What follows belongs to an exercise in optimizing a design on an open flow for small area and a short achievable clock period; a production flow would make more cautious choices. Function was checked by simulation only, so behaviour that the tests miss may differ from the original. The clock port is modelled as an ideal driver; clocking choices that lean on that would not hold on a real chip. Power is estimated from default activity; no workload was simulated.

==> module portin, before the edit <==
module portin(input clock, reset_n, frame_n, valid_n, di, granted,
   input push_ok,            
   input [6:0] slot,         
   input slot_now,           
   input [4:0] ph,           
   output reg [3:0] addr,    
   output vld,
   output [31:0] gdata,      
   output [31:0] d0, d1,     
   output [7:0] aj0, aj1,    
   output [1:0] tg0, tg1);   
reg [2:0] cnta;
reg [3:0] inc_addr;
reg [31:0] b0, b1;
reg rb, pb, vld_r;
reg [1:0] pend;
reg [7:0] aj0r, aj1r;
reg [6:0] ts0, ts1;
reg [2:0] j0, j1;
assign vld = vld_r && !granted;
assign gdata = pb ? b1 : b0;
assign d0 = b0;
assign d1 = b1;
wire act0 = |aj0r;
wire act1 = |aj1r;
assign aj0 = aj0r;
assign aj1 = aj1r;
assign tg0 = ts0[6:5];
assign tg1 = ts1[6:5];
always @(posedge clock)
   if(reset_n && frame_n && !valid_n)
      addr <= inc_addr;
always @(posedge clock) begin
   if(!valid_n && !rb) b0 <= {di, b0[31:1]};
   if(!valid_n &&  rb) b1 <= {di, b1[31:1]};
end
always @(posedge clock, negedge reset_n)
   if(!reset_n) begin
      cnta <= 0;
      inc_addr <= 0;
      rb <= 0;
      pb <= 0;
      vld_r <= 0;
   end
   else begin
      if(!frame_n && valid_n) begin
         if(!cnta[2]) begin
            inc_addr[cnta[1:0]] <= di;
            cnta <= cnta + 1;
         end
      end
      else if(frame_n && !valid_n) begin
         vld_r <= 1;
         cnta <= 0;
         pb <= rb;
         rb <= !rb;
      end
      if(granted)
         vld_r <= 0;
   end
wire set0 = granted && push_ok && !pb;
wire set1 = granted && push_ok &&  pb;
wire due0 = set0 ? slot_now : (pend[0] && !act0 && ts0[4:0] == ph + 5'd1);
wire due1 = set1 ? slot_now : (pend[1] && !act1 && ts1[4:0] == ph + 5'd1);
wire [2:0] nj0 = set0 ? addr[2:0] : j0;
wire [2:0] nj1 = set1 ? addr[2:0] : j1;
always @(posedge clock, negedge reset_n)
   if(!reset_n) begin
      pend <= 2'b00;
      aj0r <= 8'd0;
      aj1r <= 8'd0;
   end
   else begin
      pend[0] <= set0 || (pend[0] && !act0);
      pend[1] <= set1 || (pend[1] && !act1);
      aj0r <= due0 ? (8'd1 << nj0) : 8'd0;
      aj1r <= due1 ? (8'd1 << nj1) : 8'd0;
   end
always @(posedge clock) begin
   if(set0) begin ts0 <= slot; j0 <= addr[2:0]; end
   if(set1) begin ts1 <= slot; j1 <= addr[2:0]; end
end
endmodule
==> module switch_fabric, before the edit <==
module switch_fabric(input [255:0] din, input [7:0] grant, output [31:0] gbus,
   input [511:0] sdata, input [127:0] aj, input [31:0] tg,
   output reg [255:0] wdata, output reg [31:0] wgrp);
reg [31:0] gp;
integer i, j, g;
always @* begin
   gp = 32'h0;
   for(i = 0; i < 8; i = i + 1)
      if(grant[i])
         gp = gp | din[i*32 +: 32];
end
assign gbus = gp;
always @* begin
   wdata = 256'h0;
   wgrp = 32'h0;
   for(j = 0; j < 8; j = j + 1)
      for(i = 0; i < 16; i = i + 1)
         if(aj[i*8 + j]) begin
            wdata[j*32 +: 32] = wdata[j*32 +: 32] | sdata[i*32 +: 32];
            for(g = 0; g < 4; g = g + 1)
               if(tg[i*2 +: 2] == g)
                  wgrp[j*4 + g] = 1'b1;
         end
end
endmodule
==> module router, before the edit <==
module router(input clock,  reset_n, input [7:0]frame_n, valid_n, di,
   output [7:0] dout, valido_n, frameo_n);
reg [4:0] ph;
always @(posedge clock, negedge reset_n)
   if(!reset_n) ph <= 5'd0;
   else ph <= ph + 5'd1;
wire [255:0] gdata_from_portin;
wire [31:0] addr_from_portin;
wire [7:0] vld_from_portin;
wire [511:0] sdata;
wire [127:0] aj;
wire [31:0] tg;
wire [7:0] grant_from_arbiter, push_from_arbiter;
wire [31:0] gbus;
wire [255:0] wdata;
wire [31:0] wgrp;
wire [7:0] ready_from_fifo, full_from_fifo, do_push, do_pop, pushed_last, slot_next;
wire [6:0] head [7:0];
wire [6:0] tail [7:0];
wire [7:0] cnt [7:0];
wire [127:0] tap [7:0];
wire [7:0] pop_from_portout;
reg [6:0] gslot;
reg gnow;
integer q;
always @* begin
   gslot = 7'd0;
   gnow = 1'b0;
   for(q = 0; q < 8; q = q + 1)
      if(push_from_arbiter[q]) begin
         gslot = gslot | head[q];
         gnow = gnow | slot_next[q];
      end
end
wire push_ok = |do_push;
reg [31:0] gbus_r;
always @(posedge clock) gbus_r <= gbus;
arb_rr arbiter(.clk(clock), .rst_n(reset_n), .request(vld_from_portin),
   .addr(addr_from_portin), .grant(grant_from_arbiter), .push(push_from_arbiter));
switch_fabric switch_fabric(.din(gdata_from_portin), .grant(grant_from_arbiter), .gbus(gbus),
   .sdata(sdata), .aj(aj), .tg(tg), .wdata(wdata), .wgrp(wgrp));
genvar i;
generate for(i=0;i<8;i=i+1) begin: inst
   portin portin(.clock(clock), .reset_n(reset_n), .frame_n(frame_n[i]),
      .valid_n(valid_n[i]), .di(di[i]), .granted(grant_from_arbiter[i]),
      .push_ok(push_ok), .slot(gslot), .slot_now(gnow), .ph(ph),
      .addr(addr_from_portin[i*4 +: 4]), .vld(vld_from_portin[i]),
      .gdata(gdata_from_portin[i*32 +: 32]),
      .d0(sdata[(2*i)*32 +: 32]), .d1(sdata[(2*i+1)*32 +: 32]),
      .aj0(aj[(2*i)*8 +: 8]), .aj1(aj[(2*i+1)*8 +: 8]),
      .tg0(tg[(2*i)*2 +: 2]), .tg1(tg[(2*i+1)*2 +: 2]));
   fifo fifo(.clock(clock), .reset_n(reset_n),
      .push(push_from_arbiter[i]), .pop(pop_from_portout[i]),
      .full(full_from_fifo[i]), .empty(), .ready(ready_from_fifo[i]),
      .head(head[i]), .tail(tail[i]), .cnt(cnt[i]),
      .do_push_o(do_push[i]), .do_pop_o(do_pop[i]), .pushed_last(pushed_last[i]),
      .slot_next(slot_next[i]),
      .tap(tap[i]), .wdata(wdata[i*32 +: 32]), .wgrp(wgrp[i*4 +: 4]));
   portout portout(.gdata(gbus_r), .tap(tap[i]), .cnt(cnt[i]), .tail(tail[i]),
      .do_push(do_push[i]), .do_pop(do_pop[i]), .pushed_last(pushed_last[i]),
      .rdy(ready_from_fifo[i]),
      .clock(clock), .reset_n(reset_n), .frameo_n(frameo_n[i]),
      .valido_n(valido_n[i]), .dout(dout[i]), .pop(pop_from_portout[i]));
   end
endgenerate
endmodule
==> flow/config.mk <==
export PLATFORM = sky130hd
export DESIGN_NAME = router
export DESIGN_NICKNAME = router
export VERILOG_FILES = /design/flow/design.v
export SDC_FILE = /design/flow/constraint.sdc
export NUM_CORES = 8
export LEC_CHECK = 0
export CAP_MARGIN = 25
export CORE_MARGIN = 2
export CORE_UTILIZATION = 58
export CTS_CLUSTER_DIAMETER = 80
export CTS_CLUSTER_SIZE = 32
export SETUP_SLACK_MARGIN = 2.5
export SLEW_MARGIN = 25
==> flow/constraint.sdc <==
create_clock -name core_clock -period 5.5 [get_ports {clock}]
set_input_delay 1.1000 -clock core_clock [delete_from_list [all_inputs] [get_ports {clock}]]
set_output_delay 1.1000 -clock core_clock [all_outputs]
set_load 0.01 [all_outputs]
standard.sh (not shown) runs the stock make flow with config.mk's settings and CLKGATE_MAP_FILE= SYNTH_SCRIPT=/design/flow/synth_recipe.tcl, a recipe that flattens the netlist after the stock synthesis.
==> flow/flow/run.sh <==
#!/bin/bash
set -euo pipefail
sed -e 's|^make \(.*\) "\${@:-finish}"$|make \1 MATCH_CELL_FOOTPRINT=0 "${@:-finish}"|' \
   standard.sh > own_standard.sh
grep -q 'MATCH_CELL_FOOTPRINT=0 ' own_standard.sh
bash standard.sh synth > synth.log 2>&1
export BUFFER_PORTS_ARGS="-buffer_cell sky130_fd_sc_hd__buf_4"
export PRE_CTS_TCL="$PWD/flow/pre_cts.tcl"
export CTS_ARGS="-sink_clustering_enable -repair_clock_nets -sink_clustering_size 32 -sink_clustering_max_diameter 80 -dont_use_dummy_load"
bash own_standard.sh floorplan > floorplan.log 2>&1
bash own_standard.sh place > place.log 2>&1
bash own_standard.sh cts > cts.log 2>&1
bash own_standard.sh route > route.log 2>&1
bash own_standard.sh finish > finish.log 2>&1
test -f out/final.def
Other scripts of this flow, unchanged in this note and not shown: flow/flow/pre_cts.tcl
Then changed:
--- a/flow/design.v
+++ b/flow/design.v
@@ -88,24 +88,24 @@
    output vld,
    output [31:0] gdata,      
    output [31:0] d0, d1,     
-   output [7:0] aj0, aj1,    
+   output act0, act1,        
+   output [2:0] tj0, tj1,    
    output [1:0] tg0, tg1);   
 reg [2:0] cnta;
 reg [3:0] inc_addr;
 reg [31:0] b0, b1;
 reg rb, pb, vld_r;
-reg [1:0] pend;
-reg [7:0] aj0r, aj1r;
+reg [1:0] pend, actr;
 reg [6:0] ts0, ts1;
 reg [2:0] j0, j1;
 assign vld = vld_r && !granted;
 assign gdata = pb ? b1 : b0;
 assign d0 = b0;
 assign d1 = b1;
-wire act0 = |aj0r;
-wire act1 = |aj1r;
-assign aj0 = aj0r;
-assign aj1 = aj1r;
+assign act0 = actr[0];
+assign act1 = actr[1];
+assign tj0 = j0;
+assign tj1 = j1;
 assign tg0 = ts0[6:5];
 assign tg1 = ts1[6:5];
 always @(posedge clock)
@@ -141,21 +141,16 @@
    end
 wire set0 = granted && push_ok && !pb;
 wire set1 = granted && push_ok &&  pb;
-wire due0 = set0 ? slot_now : (pend[0] && !act0 && ts0[4:0] == ph + 5'd1);
-wire due1 = set1 ? slot_now : (pend[1] && !act1 && ts1[4:0] == ph + 5'd1);
-wire [2:0] nj0 = set0 ? addr[2:0] : j0;
-wire [2:0] nj1 = set1 ? addr[2:0] : j1;
 always @(posedge clock, negedge reset_n)
    if(!reset_n) begin
       pend <= 2'b00;
-      aj0r <= 8'd0;
-      aj1r <= 8'd0;
+      actr <= 2'b00;
    end
    else begin
-      pend[0] <= set0 || (pend[0] && !act0);
-      pend[1] <= set1 || (pend[1] && !act1);
-      aj0r <= due0 ? (8'd1 << nj0) : 8'd0;
-      aj1r <= due1 ? (8'd1 << nj1) : 8'd0;
+      pend[0] <= set0 || (pend[0] && !actr[0]);
+      pend[1] <= set1 || (pend[1] && !actr[1]);
+      actr[0] <= set0 ? slot_now : (pend[0] && !actr[0] && ts0[4:0] == ph + 5'd1);
+      actr[1] <= set1 ? slot_now : (pend[1] && !actr[1] && ts1[4:0] == ph + 5'd1);
    end
 always @(posedge clock) begin
    if(set0) begin ts0 <= slot; j0 <= addr[2:0]; end
@@ -247,7 +242,7 @@
 end
 endmodule
 module switch_fabric(input [255:0] din, input [7:0] grant, output [31:0] gbus,
-   input [511:0] sdata, input [127:0] aj, input [31:0] tg,
+   input [511:0] sdata, input [15:0] act, input [47:0] tj, input [31:0] tg,
    output reg [255:0] wdata, output reg [31:0] wgrp);
 reg [31:0] gp;
 integer i, j, g;
@@ -263,7 +258,7 @@
    wgrp = 32'h0;
    for(j = 0; j < 8; j = j + 1)
       for(i = 0; i < 16; i = i + 1)
-         if(aj[i*8 + j]) begin
+         if(act[i] && tj[i*3 +: 3] == j) begin
             wdata[j*32 +: 32] = wdata[j*32 +: 32] | sdata[i*32 +: 32];
             for(g = 0; g < 4; g = g + 1)
                if(tg[i*2 +: 2] == g)
@@ -281,7 +276,8 @@
 wire [31:0] addr_from_portin;
 wire [7:0] vld_from_portin;
 wire [511:0] sdata;
-wire [127:0] aj;
+wire [15:0] act;
+wire [47:0] tj;
 wire [31:0] tg;
 wire [7:0] grant_from_arbiter, push_from_arbiter;
 wire [31:0] gbus;
@@ -311,7 +307,7 @@
 arb_rr arbiter(.clk(clock), .rst_n(reset_n), .request(vld_from_portin),
    .addr(addr_from_portin), .grant(grant_from_arbiter), .push(push_from_arbiter));
 switch_fabric switch_fabric(.din(gdata_from_portin), .grant(grant_from_arbiter), .gbus(gbus),
-   .sdata(sdata), .aj(aj), .tg(tg), .wdata(wdata), .wgrp(wgrp));
+   .sdata(sdata), .act(act), .tj(tj), .tg(tg), .wdata(wdata), .wgrp(wgrp));
 genvar i;
 generate for(i=0;i<8;i=i+1) begin: inst
    portin portin(.clock(clock), .reset_n(reset_n), .frame_n(frame_n[i]),
@@ -320,7 +316,8 @@
       .addr(addr_from_portin[i*4 +: 4]), .vld(vld_from_portin[i]),
       .gdata(gdata_from_portin[i*32 +: 32]),
       .d0(sdata[(2*i)*32 +: 32]), .d1(sdata[(2*i+1)*32 +: 32]),
-      .aj0(aj[(2*i)*8 +: 8]), .aj1(aj[(2*i+1)*8 +: 8]),
+      .act0(act[2*i]), .act1(act[2*i+1]),
+      .tj0(tj[(2*i)*3 +: 3]), .tj1(tj[(2*i+1)*3 +: 3]),
       .tg0(tg[(2*i)*2 +: 2]), .tg1(tg[(2*i+1)*2 +: 2]));
    fifo fifo(.clock(clock), .reset_n(reset_n),
       .push(push_from_arbiter[i]), .pop(pop_from_portout[i]),
The changed run passed the timing, DRC and antenna checks.
Routed wire length goes up by 0.60%.
Sequential power goes down by about 2%.
Combinational power goes down by 21%.
Register-to-register slack improved by 0.02 ns.
Power goes down by 2.9%.
Maximum frequency goes up by 0.54%.
Critical path depth goes up by 3.
Cell area barely changes.
Final cell count stays flat.

## separate check: timing with driven ports
The flow's constraints put no driver on any port. The routed layouts listed below were extracted and timed again, unchanged, in two steps.
Step 1 sets driving cells, clkbuf_16 on the clock port and buf_2 on the other inputs (assumed; they add their load-dependent delay and slew).
Step 2 moves the port delays by t, midway between the first and last clock arrival at a register: inputs arrive t later, outputs are due t later. That takes back most of the time a late clock gives input paths.
Slacks: ideal ports / drivers / drivers and shift; pairs: ideal ports / drivers.
run	shift t [ns]	setup WS [ns]	worst data-port slew with drivers (ns)
the first run	1.461	2.295 / 2.295 / 2.029	0.31
the second run	1.500	2.313 / 2.275 / 1.763	0.30
After both steps every run listed still meets setup and hold. The setup slack of the second run, which loses most, moves by -0.038 ns with the drivers and by -0.550 ns with both steps. Setup slack includes reset recovery checks.
